Source: an optimization exercise on an open RTL-to-GDS flow (aim: small area, a short achievable clock period and few clock cycles). Production flows keep margins and buffers that such runs may drop.
Function was checked by simulation only, so behaviour that the tests miss may differ from the original.

==> design.v <==
module circle(input logic clk, input logic rst_n, input logic [2:0] colour,
              input logic [11:0] centre_x, input logic [11:0] centre_y, input logic [7:0] radius, input logic [11:0] x_min, 
              input logic start, input logic [11:0] y_max, input logic [11:0] y_min, input logic [11:0] x_max, 
              output logic done, output logic [7:0] vga_x, output logic [6:0] vga_y,
              output logic [2:0] vga_colour, output logic vga_plot);
     logic [7:0] offset_x,offset_y;  
     logic signed [11:0] crit;
     logic [2:0] octant;
     logic readvals;
     logic signed [7:0] offset_x_sign, offset_y_sign;  
     assign offset_x_sign = offset_x;  
     assign offset_y_sign = offset_y;
     logic on_axis, on_diag;  
     assign on_axis = (offset_y == 8'd0);
     assign on_diag = (offset_y == offset_x);
     always_ff @( posedge clk ) begin
          if (!rst_n) begin  
               vga_x<=8'd0;
               vga_y<=7'd0;
               offset_x<=8'd0;
               offset_y<=8'd0;
               crit<=12'd0;
               vga_plot<=1'd0;
               done<=1'd0;
               vga_colour<=3'd0;
               readvals<=1'b0;
               octant<=3'd0;
          end
          else if (!start) begin  
               vga_x<=8'd0;
               vga_y<=7'd0;
               offset_x<=8'd0;
               offset_y<=8'd0;
               crit<=12'd0;
               vga_plot<=1'd0;
               done<=1'd0;
               vga_colour<=3'd0;
               readvals<=1'b0;
               octant<=3'd0;
          end
          else if (!readvals) begin 
               offset_y <= 0;
               offset_x <= radius;
               crit <= 1 - radius;
               vga_colour<= colour;
               readvals<=1'b1;
          end
          else if (offset_y <= offset_x) begin  
               if (octant == 3'd0 && 
               centre_x + offset_x >= 0 && centre_x + offset_x < 160 && 
               centre_y + offset_y >= 0 && centre_y + offset_y < 120 &&
               centre_x + offset_x_sign < x_max && centre_x + offset_x_sign > x_min &&
               centre_y + offset_y_sign < y_max && centre_y + offset_y_sign > y_min ) begin
                    vga_x <= centre_x + offset_x;
                    vga_y <= centre_y + offset_y;
                    octant <= 3'd1;
                    vga_plot <= 1'b1;
               end
               else if (octant <= 3'd1 && !on_diag &&
               centre_x + offset_y >= 0 && centre_x + offset_y < 160 && 
               centre_y + offset_x >= 0 && centre_y + offset_x < 120 &&
               centre_x + offset_y_sign < x_max && centre_x + offset_y_sign > x_min &&
               centre_y + offset_x_sign < y_max && centre_y + offset_x_sign > y_min) begin
                    vga_x <= centre_x + offset_y;
                    vga_y <= centre_y + offset_x;
                    octant <= 3'd2;
                    vga_plot <= 1'b1;
               end
               else if (octant <= 3'd2 && !on_axis &&
               centre_x - offset_y >= 0 && centre_x - offset_y < 160 && 
               centre_y + offset_x >= 0 && centre_y + offset_x < 120 &&
               centre_x - offset_y_sign < x_max && centre_x - offset_y_sign > x_min &&
               centre_y + offset_x_sign < y_max && centre_y + offset_x_sign > y_min) begin
                    vga_x <= centre_x - offset_y;
                    vga_y <= centre_y + offset_x;
                    octant <= 3'd3;
                    vga_plot <= 1'b1;
               end
               else if (octant <= 3'd3 && !on_diag &&
               centre_x - offset_x >= 0 && centre_x - offset_x < 160 && 
               centre_y + offset_y >= 0 && centre_y + offset_y < 120 &&
               centre_x - offset_x_sign < x_max && centre_x - offset_x_sign > x_min &&
               centre_y + offset_y_sign < y_max && centre_y + offset_y_sign > y_min) begin
                    vga_x <= centre_x - offset_x;
                    vga_y <= centre_y + offset_y;
                    octant <= 3'd4;
                    vga_plot <= 1'b1;
               end
               else if (octant <= 3'd4 && !on_axis &&
               centre_x - offset_x >= 0 && centre_x - offset_x < 160 && 
               centre_y - offset_y >= 0 && centre_y - offset_y < 120 &&
               centre_x - offset_x_sign < x_max && centre_x - offset_x_sign > x_min &&
               centre_y - offset_y_sign < y_max && centre_y - offset_y_sign > y_min) begin
                    vga_x <= centre_x - offset_x;
                    vga_y <= centre_y - offset_y;
                    octant <= 3'd5;
                    vga_plot <= 1'b1;
               end
               else if (octant <= 3'd5 && !on_diag &&
               centre_x - offset_y >= 0 && centre_x - offset_y < 160 && 
               centre_y - offset_x >= 0 && centre_y - offset_x < 120 &&
               centre_x - offset_y_sign < x_max && centre_x - offset_y_sign > x_min &&
               centre_y - offset_x_sign < y_max && centre_y - offset_x_sign > y_min) begin
                    vga_x <= centre_x - offset_y;
                    vga_y <= centre_y - offset_x;
                    octant <= 3'd6;
                    vga_plot <= 1'b1;
               end
               else if (octant <= 3'd6 && !on_axis &&
               centre_x + offset_y >= 0 && centre_x + offset_y < 160 && 
               centre_y - offset_x >= 0 && centre_y - offset_x < 120 &&
               centre_x + offset_y_sign < x_max && centre_x + offset_y_sign > x_min &&
               centre_y - offset_x_sign < y_max && centre_y - offset_x_sign > y_min) begin
                    vga_x <= centre_x + offset_y;
                    vga_y <= centre_y - offset_x;
                    octant <= 3'd7;
                    vga_plot <= 1'b1;
               end
               else if (octant <= 3'd7 && !on_axis && !on_diag &&
               centre_x + offset_x >= 0 && centre_x + offset_x < 160 && 
               centre_y - offset_y >= 0 && centre_y - offset_y <  120 &&
               centre_x + offset_x_sign < x_max && centre_x + offset_x_sign > x_min &&
               centre_y - offset_y_sign < y_max && centre_y - offset_y_sign > y_min) begin
                    vga_x <= centre_x + offset_x;
                    vga_y <= centre_y - offset_y;
                    octant <= 3'd0;
                    vga_plot <= 1'b1;
                    offset_y<=offset_y+1;
                    if (crit<=0) begin  
                         crit<=crit+(2*offset_y)+1;
                    end 
                    else begin
                         offset_x<=offset_x-1;
                         crit<=crit+(2*(offset_y-offset_x))+1;
                    end
               end
               else begin
                    octant <= 3'd0;
                    vga_plot <= 1'b0;
                    offset_y<=offset_y+1;
                    if (crit<=0) begin
                         crit<=crit+(2*offset_y)+1;
                    end 
                    else begin
                         offset_x<=offset_x-1;
                         crit<=crit+(2*(offset_y-offset_x))+1;
                    end
               end 
          end else begin
               done<=1'b1;
               vga_x<=8'd0;
               vga_y<=7'd0;
               vga_plot<=1'b0;
               vga_colour<=3'd0;
          end
     end
endmodule
module reuleaux(input logic clk, input logic rst_n, input logic [2:0] colour,
                input logic [7:0] centre_x, input logic [6:0] centre_y, input logic [7:0] diameter,
                input logic start, output logic done,
                output logic [7:0] vga_x, output logic [6:0] vga_y,
                output logic [2:0] vga_colour, output logic vga_plot);
logic start_1;  
logic start_2;
logic start_3;
logic [2:0] colour_latch;  
logic [7:0] centre_x_latch, diameter_latch;
logic [6:0] centre_y_latch;
logic [23:0] c_x, c_y, c_x1, c_y1, c_x2, c_y2, c_x3, c_y3, sqrt_6, sqrt_3, diameter_cal, lowest,right,left;
logic done_1;  
logic [7:0] vga_x_1;
logic [6:0] vga_y_1;
logic [2:0] vga_colour_1;
logic vga_plot_1;
logic done_2;  
logic [7:0] vga_x_2;
logic [6:0] vga_y_2;
logic [2:0] vga_colour_2;
logic vga_plot_2;
logic [7:0] vga_x_3;  
logic [6:0] vga_y_3;
logic [2:0] vga_colour_3;
logic vga_plot_3;
logic [11:0] temp_c_x1, temp_c_y1, temp_c_x2, temp_c_y2, temp_c_x3, temp_c_y3;  
logic [11:0] temp_lowest, temp_right, temp_left; 
circle circle_1 (  
    .clk(clk),
    .rst_n(rst_n),
    .colour(colour),
    .centre_x(c_x1[23:12]),
    .centre_y(c_y1[23:12]),
    .radius(diameter),
    .x_min(0),
    .start(start_1),
    .y_max(c_y1[23:12]+1'b1),
    .y_min(0),
    .x_max(c_x3[23:12]),
    .done(done_1),
    .vga_x(vga_x_1),
    .vga_y(vga_y_1),
    .vga_colour(vga_colour_1),
    .vga_plot(vga_plot_1)
);
circle circle_2 (  
    .clk(clk),
    .rst_n(rst_n),
    .colour(colour),
    .centre_x(c_x2[23:12]),
    .centre_y(c_y2[23:12]),
    .radius(diameter),
    .x_min(c_x3[23:12]-1'b1),
    .start(start_2),
    .y_max(c_y2[23:12]+1'b1),
    .y_min(0),
    .x_max(160),
    .done(done_2),
    .vga_x(vga_x_2),
    .vga_y(vga_y_2),
    .vga_colour(vga_colour_2),
    .vga_plot(vga_plot_2)
);
circle circle_3 (  
    .clk(clk),
    .rst_n(rst_n),
    .colour(colour),
    .centre_x(c_x3[23:12]),
    .centre_y(c_y3[23:12]),
    .radius(diameter),
    .x_min(0),
    .start(start_3),
    .y_max(100),
    .y_min(c_y1[23:12]),
    .x_max(160),
    .done(done),
    .vga_x(vga_x_3),
    .vga_y(vga_y_3),
    .vga_colour(vga_colour_3),
    .vga_plot(vga_plot_3)
);
enum {starter, drawcirc1, drawcirc2, drawcirc3} state;  
always_ff @(posedge clk) begin  
    if (~rst_n) begin  
        vga_x <= 8'd0;
        vga_y <= 7'd0;
        colour_latch <= colour;
        vga_plot <= 1'd0;
        state <= starter;
        start_1<=1'b0;
        start_2<=1'b0;
        start_3<=1'b0;
    end else begin
        case (state)  
            starter: begin
                if (!start) begin   
                    vga_colour <= colour_latch;
                    centre_x_latch <= centre_x;
                    centre_y_latch <= centre_y;
                    diameter_latch <= diameter;   
                end else begin
                    state <= drawcirc1;  
                    start_1 <= 1'b1;
                end
            end
            drawcirc1: begin
                if (done_1) begin  
                    state <= drawcirc2;
                    start_1 <= 1'b0;
                    vga_plot <= 1'b0;  
                    start_2 <= 1'b1;
                end else begin  
                    vga_x <= vga_x_1;
                    vga_y <= vga_y_1;
                    vga_plot <= vga_plot_1;
                    vga_colour <= vga_colour_1;
                end
            end
            drawcirc2: begin
                if (done_2) begin  
                    state <= drawcirc3;
                    start_2 <= 1'b0;
                    vga_plot <= 1'b0;  
                    start_3 <= 1'b1;
                end else begin  
                    vga_x <= vga_x_2;
                    vga_y <= vga_y_2;
                    vga_plot <= vga_plot_2;
                    vga_colour <= vga_colour_2;
                end
            end
            drawcirc3: begin
                if (done) begin  
                    state <= starter;
                    start_3 <= 1'b0;
                    vga_plot <= 1'b0;  
                end else begin  
                    vga_x <= vga_x_3;
                    vga_y <= vga_y_3;
                    vga_plot <= vga_plot_3;
                    vga_colour <= vga_colour_3;
                end
            end
            default: begin
                state <= starter;  
            end
        endcase
    end
end
always_comb begin  
     if(diameter_latch % 2 == 0) begin  
          diameter_cal = {diameter_latch, 12'b0};
     end else begin
          diameter_cal = {diameter_latch+1'd1, 12'b0};
     end
          sqrt_6 = {13'b0, 11'd1188};  
          sqrt_3 = {12'b0, 12'd2370};
          c_x = {centre_x_latch, 12'b0};  
          c_y = {centre_y_latch, 12'b0};
          c_x1 = c_x + (diameter_cal >> 1)+12'b100000000000;  
          c_y1 = c_y + (diameter_latch * sqrt_6)+12'b100000000000;
          c_x2 = c_x - (diameter_cal >> 1)+12'b100000000000;
          c_y2 = c_y + (diameter_latch * sqrt_6)+12'b100000000000;
          c_x3 = c_x;
          c_y3 = c_y - (diameter_latch * sqrt_3)+12'b100000000000;
          lowest = c_y - diameter_latch +12'b100000000000;
          right = c_x + diameter_latch +12'b100000000000;
          left = c_x - diameter_latch +12'b100000000000;
    temp_c_x1 = c_x1[23:12];  
    temp_c_y1 = c_y1[23:12];
    temp_c_x2 = c_x2[23:12];
    temp_c_y2 = c_y2[23:12];
    temp_c_x3 = c_x3[23:12];
    temp_c_y3 = c_y3[23:12];
    temp_lowest = lowest[23:12];
    temp_right = right[23:12];
    temp_left = left[23:12];
end
endmodule
==> run.sh <==
#!/bin/bash
# synth_recipe.tcl (not shown) runs the flow's synth.tcl, then flattens the netlist and writes it again
# the make line also repeats each setting of config.mk as NAME=value (left out here)
make -C /OpenROAD-flow-scripts/flow DESIGN_CONFIG=/design/flow/config.mk WORK_HOME=/design/flow/orfs CLKGATE_MAP_FILE= SYNTH_SCRIPT=/design/flow/synth_recipe.tcl finish
==> config.mk <==
export PLATFORM = sky130hd
export DESIGN_NAME = reuleaux
export DESIGN_NICKNAME = reuleaux
export VERILOG_FILES = /design/flow/design.v
export SDC_FILE = /design/flow/constraint.sdc
export NUM_CORES = 4
export LEC_CHECK = 0
export CAP_MARGIN = 20
export CORE_MARGIN = 2
export CORE_UTILIZATION = 40
export SLEW_MARGIN = 20
==> constraint.sdc <==
create_clock -name core_clock -period 10.0 [get_ports {clk}]
set_input_delay 2.0000 -clock core_clock [delete_from_list [all_inputs] [get_ports {clk}]]
set_output_delay 2.0000 -clock core_clock [all_outputs]
set_load 0.01 [all_outputs]
==> results.tsv <==
metric	value	unit
yosys_register_bits	206	
cp.arrival	10.05	ns
min_period	9.54	ns
via_count	31296	
coreArea	77100	sq um
critPathRequiredTime	10.51	ns
htreeDepth	1	
clk_latency	0.61	ns
grt_pass1_vias	29082	
grtUsageTotal	29.6	%
wire_per_inst	23.5	um
antenna_found_initial	4	
yosys_warnings	9	
pre_cts_slack	0.292	ns
yosysUniqueCellTypes	101	
crit_type	flop to flop	
ys.flop_type	dfxtp_1	
crit_buf_inv	3	
setup-tns-final	0	ns
grt_pass1_wl	181000	um
slew_headroom	24.0	%
fin_nets	4699	
synth_fp_nets	4659	
r2r-end	circle_3.offset_x[5]	
cpLargestDelayFamily	compound AO/OA/AOI/OAI gates	
status	finished clean	
antenna_left	0	
viasPerCell	6.09	
critical-path-max-stage-delay	0.53	ns
die_h	282	um
postCtsHoldBufs	0	
clock-root-buffer	clkbuf_16	
drtIter0Drc	2992	
syn_area_per_cell	7.68	sq um
cts.sinks	206	
dieWidth	282	um
synth_area_leaders	ha_1 (22%), dfxtp_1 (11%), xnor2_1 (5.2%)	
grt_max_degree	51	
synthCells	4037	
synth_enable_flop_cells	29	
cap_viol_max_count	0	
io_buffers	48	
grt.overflow.total	0	
rows	102	
fp.dieArea	79800	sq um
hold_path.class	flop to flop	
floorplan.initialDensity	40.2	%
layout-drive-gt1-share	5.86	%
min_to	circle_1.vga_x[7]	
max_freq	105	MHz
fin_skew	0.0137	ns
finalCritPeriodShare	95.4	%
drc_errors	0	
dpl.hpwl	97200	um
timing.final.ws_setup	0.456	ns
worstHoldStart	circle_1.vga_x[7]	
yosysSeqAreaShare	14.2	%
cts_buffers	29	
gp_congestion	1.01	
num_io_pins	49	
path_max_fanout	10	
synth_area_leader_cell	ha_1	
fillers	7847	
yosysTopAreaCellShare	22.2	%
clkTransAtPathRegs	0.06	ns
rsz0062_at_grt	false	
worst_pin_slew	1.12	ns
drt-total-wl	121000	um
cts_tree	yes	
maxSlewViolCount	0	
syn2layout_area_growth	9.79	%
cts_max_path_buffers	3	
async_flop_share	0	%
r2r_cells	38	
reg2reg_from	diameter_latch[2]	
cp_slowest_cell	or4_4	
dr.pass1.iters	6	
critPathCaptureType	flop	
cp-start-kind	flop	
cp_common_cell	ha_1	
hold_viol	0	
finalSetupViolCount	0	
netlist_area	31000	sq um
rrSetupSlack	0.46	ns
whs_path_depth	1	
-- flip-flops by register name (all words and copies together), names as in the netlist, 8 cells and up --
signal / count
circle_2.offset_y: 8
circle_1.offset_y: 8
circle_2.offset_x: 8
circle_2.vga_x: 8
circle_1.crit: 12
vga_x: 8
circle_3.offset_y: 8
circle_2.crit: 12
circle_1.offset_x: 8
diameter_latch: 8
circle_3.offset_x: 8
centre_x_latch: 8
circle_1.vga_x: 8
circle_3.vga_x: 8
circle_3.crit: 12
-- logic make-up after synthesis --
group	after synthesis	share of synthesized area, %
AOI/OAI and AO/OA	1222	26.3
xor gates and xnor gates	239	6.75
and+or+nand+nor	1238	20.3
adders and majority gates	593	25.0
DFF	206	14.2
muxes	37	1.23
buffers and inverters	502	6.21
-- final cells by class --
| class | count | area, sq um | share of cell area, % |
|---|---|---|---|
| clock buffers | 36 | 813 | 2.39 |
| repair buffers | 131 | 1120 | 3.28 |
| clock inverters | 16 | 155 | 0.456 |
| well taps | 1040 | 1300 | 3.82 |
| diodes | 1 | 2.50 | 0.00735 |
| flip-flops and latches | 206 | 4420 | 13.0 |
| multi-input cells | 3329 | 24800 | 72.9 |
| inverters | 380 | 1430 | 4.19 |
-- routing by layer --
metal,vias to the layer above,track usage (%),part of all wire (%)
li1,14851,-,-
met1,14833,40.9,44
met2,1371,46.4,43
met3,235,4.32,8.4
met4,6,11.5,4.6
met5,-,0,0.028
-- layout by cell type (no fill, tap or decap), types with 15 or more instances in the layout --
master / n
a21o_1: 72
nand3_1: 90
fa_1: 43
xor2_1: 53
buf_4: 82
a211oi_1: 42
nand4_1: 74
o21a_1: 68
a21oi_1: 309
nor2_1: 340
or2_2: 27
o211ai_1: 38
clkbuf_16: 30
a22o_1: 17
o31ai_1: 42
o21ai_0: 245
mux2i_1: 27
a311oi_1: 23
and3_1: 28
nor2b_1: 70
and2_1: 21
nand2b_1: 57
a31oi_1: 38
dfxtp_1: 176
nor4_1: 42
ha_1: 548
nor3b_1: 15
inv_1: 377
nor3_1: 109
clkdlybuf4s50_1: 48
a22oi_1: 25
nand2_1: 235
or3_1: 34
or4_1: 26
edfxtp_1: 29
a21boi_0: 32
o21bai_1: 44
xnor2_1: 180
-- worst max-delay path by stage --
stage | start | to | slack [ns] | cells past startpoint
after floorplan | diameter_latch[3] | circle_1.vga_x[3] | 1.29 | 40
after detailed placement | diameter_latch[2] | circle_3.vga_y[3] | 0.29 | 33
after global routing | diameter_latch[2] | circle_3.offset_x[5] | 0.002 | 38
final | diameter_latch[2] | circle_3.offset_x[5] | 0.46 | 38
after global placement | diameter_latch[2] | circle_3.vga_y[3] | 0.38 | 33
after CTS | diameter_latch[2] | circle_3.vga_y[3] | 0.26 | 33
-- through the flow --
step / instances / cell area (sq um) / hold slack (ns) / utilization, %
6_report: 5139 / 34000 / 0.471 / 44.2
4_1_cts: 5137 / 33900 / 0.471 / 44.0
2_1_floorplan: 4037 / 31000 / 0.425 / -
3_5_place_dp: 5085 / 33000 / 0.460 / 42.8
3_3_place_gp: 5085 / 33000 / 0.452 / 42.8
5_1_grt: 5138 / 34000 / 0.486 / 44.2
-- Yosys cell counts (68+ instances only) --
library cell  number
a21o_1            72
a21oi_1          309
clkbuf_1         102
dfxtp_1          177
ha_1             550
inv_1            377
nand2_1          236
nand3_1           90
nand4_1           74
nor2_1           342
nor2b_1           70
nor3_1           113
o21a_1            68
o21ai_0          245
xnor2_1          184
-- what timing repair did --
item,in CTS,in global routing
buffers inserted,0,1
gates resized for setup,0,15
setup endpoints to repair,0,60
Testbench counts, summed over its fixed seeds: cycles 34,028.

==> separate check: timing with driven ports <==
How much do the figures lean on ideal ports? The routed layout below was timed once more, with nothing changed but the port constraints.
Step 1 (the two cells are an assumption about what drives the block):
set clk [get_ports {clk}]
set_driving_cell -lib_cell sky130_fd_sc_hd__clkbuf_16 $clk
set_driving_cell -lib_cell sky130_fd_sc_hd__buf_2 [delete_from_list [all_inputs] $clk]
Step 2 adds t to the input delays and takes it off the output delays; t is the mean of the earliest and latest rising clock arrival at the registers after step 1. Input paths then give back, and output paths get back, about the clock's delay inside the block.
a / b / c = ideal / step 1 / step 2; a / b = the first two.
shift t [ns]: 0.668
setup slack, ns: 0.456 / 0.456 / 0.456
pins driven straight from the clock port: 1
After both steps setup and hold are still met in this run. For this run, drivers alone change the setup slack by 0.000 ns; drivers and shift together by 0.000 ns.
